What follows belongs to an exercise in optimizing a design on an open flow for small area; a production flow would make more cautious choices.
At most, simulation tests tie the RTL to the original design; equivalence was not proved.
The clock input has no modelled driver; a real chip could not lean on it and would need a root buffer or a full tree.
No activity file was given, so power comes from the tool's default toggle rates.

==> flow/design.v <==
module debounce (
    input  logic clk,
    input  logic rst,
    input  logic button,
    output logic at_s1
);
localparam logic [12:0] S1 = 13'd6689;
logic [12:0] count;
assign at_s1 = (count == S1);
always_ff @(posedge clk, posedge rst) begin
    if (rst)
        count <= 13'd0;
    else if (!button)
        count <= 13'd0;
    else if (at_s1)
        count <= 13'h1fff;
    else
        count <= {count[11:0], ~(count[12] ^ count[5])};
end
endmodule
module single_pulse_detector (
    input  logic clk,
    input  logic rst,
    input  logic input_signal,
    output logic output_pulse
);
always_ff @(posedge clk, posedge rst) begin
    if (rst)
        output_pulse <= 1'b0;
    else
        output_pulse <= input_signal;
end
endmodule
module disp_ctrl (
    input  logic [4:0] disp_val,
    output logic [6:0] seg_out
);
always_comb begin
    case (disp_val)
        5'h10: seg_out = 7'b1110000;  
        5'h11: seg_out = 7'b0110011;  
        5'h12: seg_out = 7'b0110000;  
        5'h13: seg_out = 7'b1000111;  
        5'h14: seg_out = 7'b1111111;  
        5'h15: seg_out = 7'b1011011;  
        5'h16: seg_out = 7'b1101101;  
        5'h17: seg_out = 7'b1001111;  
        5'h18: seg_out = 7'b1110011;  
        5'h19: seg_out = 7'b1011111;  
        5'h1a: seg_out = 7'b1111001;  
        5'h1b: seg_out = 7'b0111101;  
        5'h1c: seg_out = 7'b1001110;  
        5'h1d: seg_out = 7'b0011111;  
        5'h1e: seg_out = 7'b1110111;  
        5'h1f: seg_out = 7'b1111110;  
        default: seg_out = 7'b0000000;
    endcase
end
endmodule
module decoder (
    input  logic       clk,
    input  logic       rst,
    input  logic [3:0] row,
    output logic [3:0] col,
    output logic [4:0] hold,    
    output logic       cap
);
localparam logic [5:0] Z62 = 6'b100000;
localparam logic [5:0] SAT = 6'b111111;
logic [3:0]  cnt;
logic [3:0]  rbuf;
logic [95:0] cr;
logic        rmask;    
logic        a1, b1, a41, b41, rise_acc, rise;
logic [3:0]  idx1;
wire s0 = ~col[3];
wire s1 = ~col[2];
wire s2 = ~col[1];
wire s3 = ~col[0];
wire s4 = &col;
wire win = (s0 & cnt == 4'd15) | (s1 & cnt <= 4'd2) |
           (s2 & cnt >= 4'd3 & cnt <= 4'd6) | (s3 & cnt >= 4'd7 & cnt <= 4'd10) |
           (s4 & cnt >= 4'd11 & cnt <= 4'd14);
wire start   = s0 & (cnt == 4'd15);    
wire fr_end  = s4 & (cnt == 4'd15);    
wire       k_h   = win & rbuf[0];
wire [5:0] c_h   = cr[95:90];
wire       h_sat = (c_h == SAT);
wire       h_z62 = (c_h == Z62);
wire       v1    = k_h & h_sat;
wire       v41   = k_h & (h_sat | h_z62);
wire       r_h   = k_h & h_z62;
wire [5:0] c_new = rbuf[0] ? (h_z62 ? SAT : {c_h[4:0], ~(c_h[5] ^ c_h[4])}) : 6'd0;
wire [5:0] c_in  = rmask ? 6'd0 : (win ? c_new : c_h);
always_ff @(posedge clk) begin
    cr   <= {cr[89:0], c_in};
    rbuf <= (cnt == 4'd14) ? ~row : {rbuf[0], rbuf[3:1]};
    a1   <= (a1 & ~start) | v1;
    b1   <= (b1 & ~start) | (a1 & ~start & v1);
    a41  <= (a41 & ~start) | v41;
    b41  <= (b41 & ~start) | (a41 & ~start & v41);
    rise_acc <= (rise_acc & ~start) | r_h;
    if (v1 & (start | ~a1))
        idx1 <= cnt;
    if (fr_end)
        rise <= rise_acc & ~rmask;
end
always_ff @(posedge clk, posedge rst) begin
    if (rst) begin
        cnt   <= 4'd0;
        col   <= 4'b1111;
        rmask <= 1'b1;
        hold  <= 5'd0;
    end else begin
        cnt <= cnt + 4'd1;
        if (cnt == 4'd15)
            col <= {~&col, col[3:1]};
        if (fr_end)
            rmask <= 1'b0;
        if (fr_end & ~rmask & a1 & ~b1)
            hold <= {1'b1, idx1};
        else if (s0 & a41 & ~b41 & h_sat)
            hold <= {1'b1, cnt};
    end
end
assign cap = rise & s2 & (cnt == 4'd11);
endmodule
module ssd_top
#(
    parameter clk_freq = 1_024_000,
    parameter stable_time = 5
)
(
    input logic clk,
    input logic [1:0] btn,
    input logic sw,
    output logic led,
    output logic [6:0] seg,
    output logic chip_sel,
    input logic [3:0] row,
    output logic [3:0] col
);
localparam max_delay = clk_freq*stable_time/1024;
logic rst;
logic c_sel;
logic [12:0] count_div;
logic [4:0] hold;
logic key_cap;
logic btn1_rise;
logic btn1_pulse;
logic [4:0] seg1_d;
logic [4:0] seg2_d;
logic sel_d;
logic sw_d;
logic btn_press_toggle;
decoder decoder_i (
    .clk(clk),
    .rst(rst),
    .row(row),
    .col(col),
    .hold(hold),
    .cap(key_cap)
);
debounce db_i (
    .clk(clk),
    .rst(rst),
    .button(btn[1]),
    .at_s1(btn1_rise)
);
single_pulse_detector sp_i (
    .clk(clk),
    .rst(rst),
    .input_signal(btn1_rise),
    .output_pulse(btn1_pulse)
);
always_ff @(posedge clk, posedge rst) begin
    if (rst) begin
        c_sel <= 1'b0;
        count_div <= 13'd0;
    end else begin
        if (sw == 0) begin
            if (btn1_pulse)
                c_sel <= ~c_sel;
        end else begin
            count_div <= {count_div[11:0], ~(count_div[12] ^ count_div[5])};
            if (count_div == 13'd3344) begin  
                count_div <= 13'd0;
                c_sel <= ~c_sel;
            end
        end
    end
end
always_ff @(posedge clk, posedge rst) begin
    if (rst) begin
        seg1_d <= 5'd0;
        seg2_d <= 5'd0;
        btn_press_toggle <= 1'b1;
        sel_d <= 1'b0;
        sw_d <= 1'b0;
    end else begin
        sel_d <= ~sw | c_sel;
        sw_d <= sw;
        if (key_cap) begin
            if (sw_d == 0) begin
                seg1_d <= hold;
            end else if (btn_press_toggle) begin
                seg1_d <= hold;
                seg2_d <= 5'd0;
                btn_press_toggle <= 1'b0;
            end else begin
                seg2_d <= hold;
                btn_press_toggle <= 1'b1;
            end
        end
    end
end
disp_ctrl dc_i (
    .disp_val(sel_d ? seg1_d : seg2_d),
    .seg_out(seg)
);
assign rst = btn[0];
assign led = sw;
assign chip_sel = c_sel;
endmodule
Settings: LEC_CHECK=0, CAP_MARGIN=20, CORE_MARGIN=2, CORE_UTILIZATION=40, PLACE_DENSITY=0.6, SLEW_MARGIN=20; clock period 5.0 ns.
standard.sh (not shown) runs the stock make flow with config.mk's settings and CLKGATE_MAP_FILE= SYNTH_SCRIPT=/design/flow/synth_recipe.tcl, a recipe that flattens the netlist after the stock synthesis.
==> flow/flow/run.sh <==
#!/bin/bash
set -e
HERE=$(pwd)
export PRE_CTS_TCL=$HERE/flow/cts_pre.tcl
export FLOW_CLK=clk
export FLOW_CTS_LEVELS=${FLOW_CTS_LEVELS:-4}
export FLOW_CTS_LEAF=${FLOW_CTS_LEAF:-sky130_fd_sc_hd__clkbuf_4}
export FLOW_CTS_ROOT=${FLOW_CTS_ROOT:-sky130_fd_sc_hd__clkbuf_8}
export BUFFER_PORTS_ARGS="-buffer_cell sky130_fd_sc_hd__buf_1"
bash standard.sh > standard.log 2>&1
Other scripts of this flow, unchanged in this note and not shown: flow/flow/cts_pre.tcl
Rerun with:
--- a/flow/design.v
+++ b/flow/design.v
@@ -1,24 +1,28 @@
 module debounce (
     input  logic clk,
     input  logic rst,
     input  logic button,
-    output logic at_s1
-);
-localparam logic [12:0] S1 = 13'd6689;
+    output logic rise
+);
+localparam logic [12:0] Z5000 = 13'd3344;
 logic [12:0] count;
-assign at_s1 = (count == S1);
-always_ff @(posedge clk, posedge rst) begin
-    if (rst)
+wire at_max = (count == Z5000);
+always_ff @(posedge clk, posedge rst) begin
+    if (rst) begin
         count <= 13'd0;
-    else if (!button)
-        count <= 13'd0;
-    else if (at_s1)
-        count <= 13'h1fff;
-    else
-        count <= {count[11:0], ~(count[12] ^ count[5])};
+        rise  <= 1'b0;
+    end else begin
+        rise <= button & at_max;
+        if (!button)
+            count <= 13'd0;
+        else if (at_max)
+            count <= 13'h1fff;
+        else
+            count <= {count[11:0], ~(count[12] ^ count[5])};
+    end
 end
 endmodule
 module single_pulse_detector (
     input  logic clk,
     input  logic rst,
     input  logic input_signal,
@@ -162,13 +166,13 @@
     .cap(key_cap)
 );
 debounce db_i (
     .clk(clk),
     .rst(rst),
     .button(btn[1]),
-    .at_s1(btn1_rise)
+    .rise(btn1_rise)
 );
 single_pulse_detector sp_i (
     .clk(clk),
     .rst(rst),
     .input_signal(btn1_rise),
     .output_pulse(btn1_pulse)
=>
- The changed run passed the timing, DRC and antenna checks
- utilization barely changes
- final cell count goes up by 2.2%
- wire length is lower by 1.5%
- sequential share of layout area hardly moves
- register-to-register slack hardly moves
No functional check of the RTL was part of the second run of this note. In every run of this note, the design's own scripts or RTL, not TritonCTS, make the clock network.

* * *

ssd_top, a different RTL version from the one above (not shown whole).
Size in the first run: about 170 flip-flops, roughly 21 I/O pins, about 4500 µm² of cells after synthesis.
==> module decoder, before the edit <==
module decoder (
    input  logic       clk,
    input  logic       rst,
    input  logic [3:0] row,
    output logic [3:0] col,
    output logic [4:0] hold,    
    output logic       cap
);
localparam logic [5:0] Z62 = 6'b100000;
localparam logic [5:0] SAT = 6'b111111;
logic [3:0]  cnt;
logic [3:0]  rbuf;
logic [95:0] cr;
logic        rmask;    
logic        a1, b1, a41, b41, rise_acc, rise;
logic [3:0]  idx1;
wire s0 = ~col[3];
wire s1 = ~col[2];
wire s2 = ~col[1];
wire s3 = ~col[0];
wire s4 = &col;
wire win = (s0 & cnt == 4'd15) | (s1 & cnt <= 4'd2) |
           (s2 & cnt >= 4'd3 & cnt <= 4'd6) | (s3 & cnt >= 4'd7 & cnt <= 4'd10) |
           (s4 & cnt >= 4'd11 & cnt <= 4'd14);
wire start   = s0 & (cnt == 4'd15);    
wire fr_end  = s4 & (cnt == 4'd15);    
wire       k_h   = win & rbuf[0];
wire [5:0] c_h   = cr[95:90];
wire       h_sat = (c_h == SAT);
wire       h_z62 = (c_h == Z62);
wire       v1    = k_h & h_sat;
wire       v41   = k_h & (h_sat | h_z62);
wire       r_h   = k_h & h_z62;
wire [5:0] c_new = rbuf[0] ? (h_z62 ? SAT : {c_h[4:0], ~(c_h[5] ^ c_h[4])}) : 6'd0;
wire [5:0] c_in  = rmask ? 6'd0 : (win ? c_new : c_h);
always_ff @(posedge clk) begin
    cr   <= {cr[89:0], c_in};
    rbuf <= (cnt == 4'd14) ? ~row : {rbuf[0], rbuf[3:1]};
    a1   <= (a1 & ~start) | v1;
    b1   <= (b1 & ~start) | (a1 & ~start & v1);
    a41  <= (a41 & ~start) | v41;
    b41  <= (b41 & ~start) | (a41 & ~start & v41);
    rise_acc <= (rise_acc & ~start) | r_h;
    if (v1 & (start | ~a1))
        idx1 <= cnt;
    if (fr_end)
        rise <= rise_acc & ~rmask;
end
always_ff @(posedge clk, posedge rst) begin
    if (rst)
        col <= 4'b1111;
    else if (cnt == 4'd15)
        col <= {~&col, col[3:1]};
end
always_ff @(posedge clk) begin
    if (rst) begin
        cnt     <= 4'd0;
        rmask   <= 1'b1;
        hold[4] <= 1'b0;
    end else begin
        cnt <= cnt + 4'd1;
        if (fr_end)
            rmask <= 1'b0;
        if ((fr_end & ~rmask & a1 & ~b1) | (s0 & a41 & ~b41 & h_sat))
            hold[4] <= 1'b1;
    end
end
always_ff @(posedge clk) begin
    if (fr_end & ~rmask & a1 & ~b1)
        hold[3:0] <= idx1;
    else if (s0 & a41 & ~b41 & h_sat)
        hold[3:0] <= cnt;
end
assign cap = rise & s2 & (cnt == 4'd11);
endmodule
==> module ssd_top, before the edit <==
module ssd_top
#(
    parameter clk_freq = 1_024_000,
    parameter stable_time = 5
)
(
    input logic clk,
    input logic [1:0] btn,
    input logic sw,
    output logic led,
    output logic [6:0] seg,
    output logic chip_sel,
    input logic [3:0] row,
    output logic [3:0] col
);
localparam max_delay = clk_freq*stable_time/1024;
logic rst;
logic c_sel;
logic [12:0] count_div;
logic [4:0] hold;
logic key_cap;
logic btn1_rise;
logic btn1_pulse;
logic [4:0] seg1_d;
logic [4:0] seg2_d;
logic sel_d;
logic sw_d;
logic btn_press_toggle;
decoder decoder_i (
    .clk(clk),
    .rst(rst),
    .row(row),
    .col(col),
    .hold(hold),
    .cap(key_cap)
);
debounce db_i (
    .clk(clk),
    .rst(rst),
    .button(btn[1]),
    .at_s1(btn1_rise)
);
single_pulse_detector sp_i (
    .clk(clk),
    .rst(rst),
    .input_signal(btn1_rise),
    .output_pulse(btn1_pulse)
);
wire cd_wrap = (count_div == 13'd3344);  
always_ff @(posedge clk, posedge rst) begin
    if (rst)
        c_sel <= 1'b0;
    else if (sw == 0 ? btn1_pulse : cd_wrap)
        c_sel <= ~c_sel;
end
always_ff @(posedge clk) begin
    if (rst || (sw && cd_wrap))
        count_div <= 13'd0;
    else if (sw)
        count_div <= {count_div[11:0], ~(count_div[12] ^ count_div[5])};
end
always_ff @(posedge clk) begin
    if (rst) begin
        seg1_d[4] <= 1'b0;
        seg2_d[4] <= 1'b0;
    end else if (key_cap) begin
        if (sw_d == 0 || btn_press_toggle)
            seg1_d[4] <= hold[4];
        if (sw_d == 1)
            seg2_d[4] <= ~btn_press_toggle & hold[4];
    end
end
always_ff @(posedge clk) begin
    if (key_cap) begin
        if (sw_d == 0 || btn_press_toggle)
            seg1_d[3:0] <= hold[3:0];
        if (sw_d == 1 && !btn_press_toggle)
            seg2_d[3:0] <= hold[3:0];
    end
end
always_ff @(posedge clk) begin
    if (rst)
        btn_press_toggle <= 1'b1;
    else if (key_cap && sw_d)
        btn_press_toggle <= ~btn_press_toggle;
end
always_ff @(posedge clk) begin
    sel_d <= ~sw | c_sel;
    sw_d <= sw;
end
wire [4:0] shown = sel_d ? seg1_d : seg2_d;
disp_ctrl dc_i (
    .disp_val({shown[4] & ~rst, shown[3:0]}),
    .seg_out(seg)
);
assign rst = btn[0];
assign led = sw;
assign chip_sel = c_sel;
endmodule
==> flow/config.mk <==
export PLATFORM = sky130hd
export DESIGN_NAME = ssd_top
export DESIGN_NICKNAME = ssd_top
export VERILOG_FILES = /design/flow/design.v
export SDC_FILE = /design/flow/constraint.sdc
export NUM_CORES = 4
export LEC_CHECK = 0
export ABC_AREA = 1
export CAP_MARGIN = 20
export CORE_MARGIN = 2
export CORE_UTILIZATION = 40
export PLACE_DENSITY = 0.6
export SLEW_MARGIN = 20
==> flow/constraint.sdc <==
create_clock -name core_clock -period 5.0 [get_ports {clk}]
set_input_delay 1.0000 -clock core_clock [delete_from_list [all_inputs] [get_ports {clk}]]
set_output_delay 1.0000 -clock core_clock [all_outputs]
set_load 0.01 [all_outputs]
==> flow/flow/run.sh <==
#!/bin/bash
set -e
HERE=$(pwd)
rm -rf "$HERE/orfs_scripts"
cp -r "$FLOW_HOME/scripts" "$HERE/orfs_scripts"
cp "$HERE/flow/abc_area.script" "$HERE/orfs_scripts/abc_area.script"
export SCRIPTS_DIR=$HERE/orfs_scripts
export ADDER_MAP_FILE=
export PRE_CTS_TCL=$HERE/flow/cts_pre.tcl
export FLOW_CLK=clk
export FLOW_CTS_LEVELS=${FLOW_CTS_LEVELS:-4}
export FLOW_CTS_LEAF=${FLOW_CTS_LEAF:-sky130_fd_sc_hd__clkbuf_4}
export FLOW_CTS_ROOT=${FLOW_CTS_ROOT:-sky130_fd_sc_hd__clkbuf_8}
export BUFFER_PORTS_ARGS="-buffer_cell sky130_fd_sc_hd__buf_1"
bash standard.sh > standard.log 2>&1
Other scripts of this flow, unchanged in this note and not shown: flow/flow/abc_area.script, flow/flow/cts_pre.tcl
Change:
--- a/flow/design.v
+++ b/flow/design.v
@@ -111,22 +111,18 @@
 end
 always_ff @(posedge clk) begin
     if (rst) begin
-        cnt     <= 4'd0;
-        rmask   <= 1'b1;
-        hold[4] <= 1'b0;
+        cnt   <= 4'd0;
+        rmask <= 1'b1;
+        hold  <= 5'd0;
     end else begin
         cnt <= cnt + 4'd1;
         if (fr_end)
             rmask <= 1'b0;
-        if ((fr_end & ~rmask & a1 & ~b1) | (s0 & a41 & ~b41 & h_sat))
-            hold[4] <= 1'b1;
+        if (fr_end & ~rmask & a1 & ~b1)
+            hold <= {1'b1, idx1};
+        else if (s0 & a41 & ~b41 & h_sat)
+            hold <= {1'b1, cnt};
     end
-end
-always_ff @(posedge clk) begin
-    if (fr_end & ~rmask & a1 & ~b1)
-        hold[3:0] <= idx1;
-    else if (s0 & a41 & ~b41 & h_sat)
-        hold[3:0] <= cnt;
 end
 assign cap = rise & s2 & (cnt == 4'd11);
 endmodule
@@ -191,23 +187,15 @@
     else if (sw)
         count_div <= {count_div[11:0], ~(count_div[12] ^ count_div[5])};
 end
-always_ff @(posedge clk) begin
+always_ff @(posedge clk, posedge rst) begin
     if (rst) begin
-        seg1_d[4] <= 1'b0;
-        seg2_d[4] <= 1'b0;
+        seg1_d <= 5'd0;
+        seg2_d <= 5'd0;
     end else if (key_cap) begin
         if (sw_d == 0 || btn_press_toggle)
-            seg1_d[4] <= hold[4];
+            seg1_d <= hold;
         if (sw_d == 1)
-            seg2_d[4] <= ~btn_press_toggle & hold[4];
-    end
-end
-always_ff @(posedge clk) begin
-    if (key_cap) begin
-        if (sw_d == 0 || btn_press_toggle)
-            seg1_d[3:0] <= hold[3:0];
-        if (sw_d == 1 && !btn_press_toggle)
-            seg2_d[3:0] <= hold[3:0];
+            seg2_d <= btn_press_toggle ? 5'd0 : hold;
     end
 end
 always_ff @(posedge clk) begin
@@ -220,9 +208,8 @@
     sel_d <= ~sw | c_sel;
     sw_d <= sw;
 end
-wire [4:0] shown = sel_d ? seg1_d : seg2_d;
 disp_ctrl dc_i (
-    .disp_val({shown[4] & ~rst, shown[3:0]}),
+    .disp_val(sel_d ? seg1_d : seg2_d),
     .seg_out(seg)
 );
 assign rst = btn[0];
The changed run ran to the end with no violations. Global-route usage rises by 0.65 points. Fmax increases by 12%. Flip-flop and latch count does not change. Total power stays flat. Utilization is lower by 1.1 points. Cell area rose by 0.63%. Cell count came out higher by 4.5%. Die area increases by 0.91%. Setup slack is better by 0.39 ns. Worst hold slack improved by 0.0042 ns. Synthesized cell count is higher by 6.1%. Wire length rose by 4.2%. Via count climbs by 6.9%.
No run of this note takes its clock network from TritonCTS; it comes from the design's own scripts or RTL.

-- re-timing with driven ports --
No port has a modelled driver above. Below, the same layouts with a new extraction and two added sets of constraints. Step 1 assumes that a clkbuf_16 drives the clock port and a buf_2 every other input. Step 2 adds t to the input delays and takes it off the output delays; t is the mean of the earliest and latest rising clock arrival at the registers after step 1. Input paths then give back, and output paths get back, about the clock's delay inside the block. Slacks: no drivers / after step 1 / after step 2; pairs: no drivers / after step 1.
run	t, ns	slack for setup (ns)	hold slack, ns	worst slew at a driven data input, ns
the first run of note 1	0.444	1.400 / 1.371 / 1.815	0.323 / 0.323 / 0.323	0.03
the second run of note 1	0.441	1.419 / 1.391 / 1.831	0.320 / 0.320 / 0.320	0.03
the first run of note 2	0.444	1.201 / 1.179 / 1.179	0.324 / 0.324 / 0.324	0.03
the second run of note 2	0.444	1.595 / 1.566 / 2.010	0.328 / 0.328 / 0.328	0.03
After both steps every run listed still meets setup and hold. For the first run of note 2, which loses most, drivers alone change the setup slack by -0.022 ns; drivers and shift together by -0.022 ns.
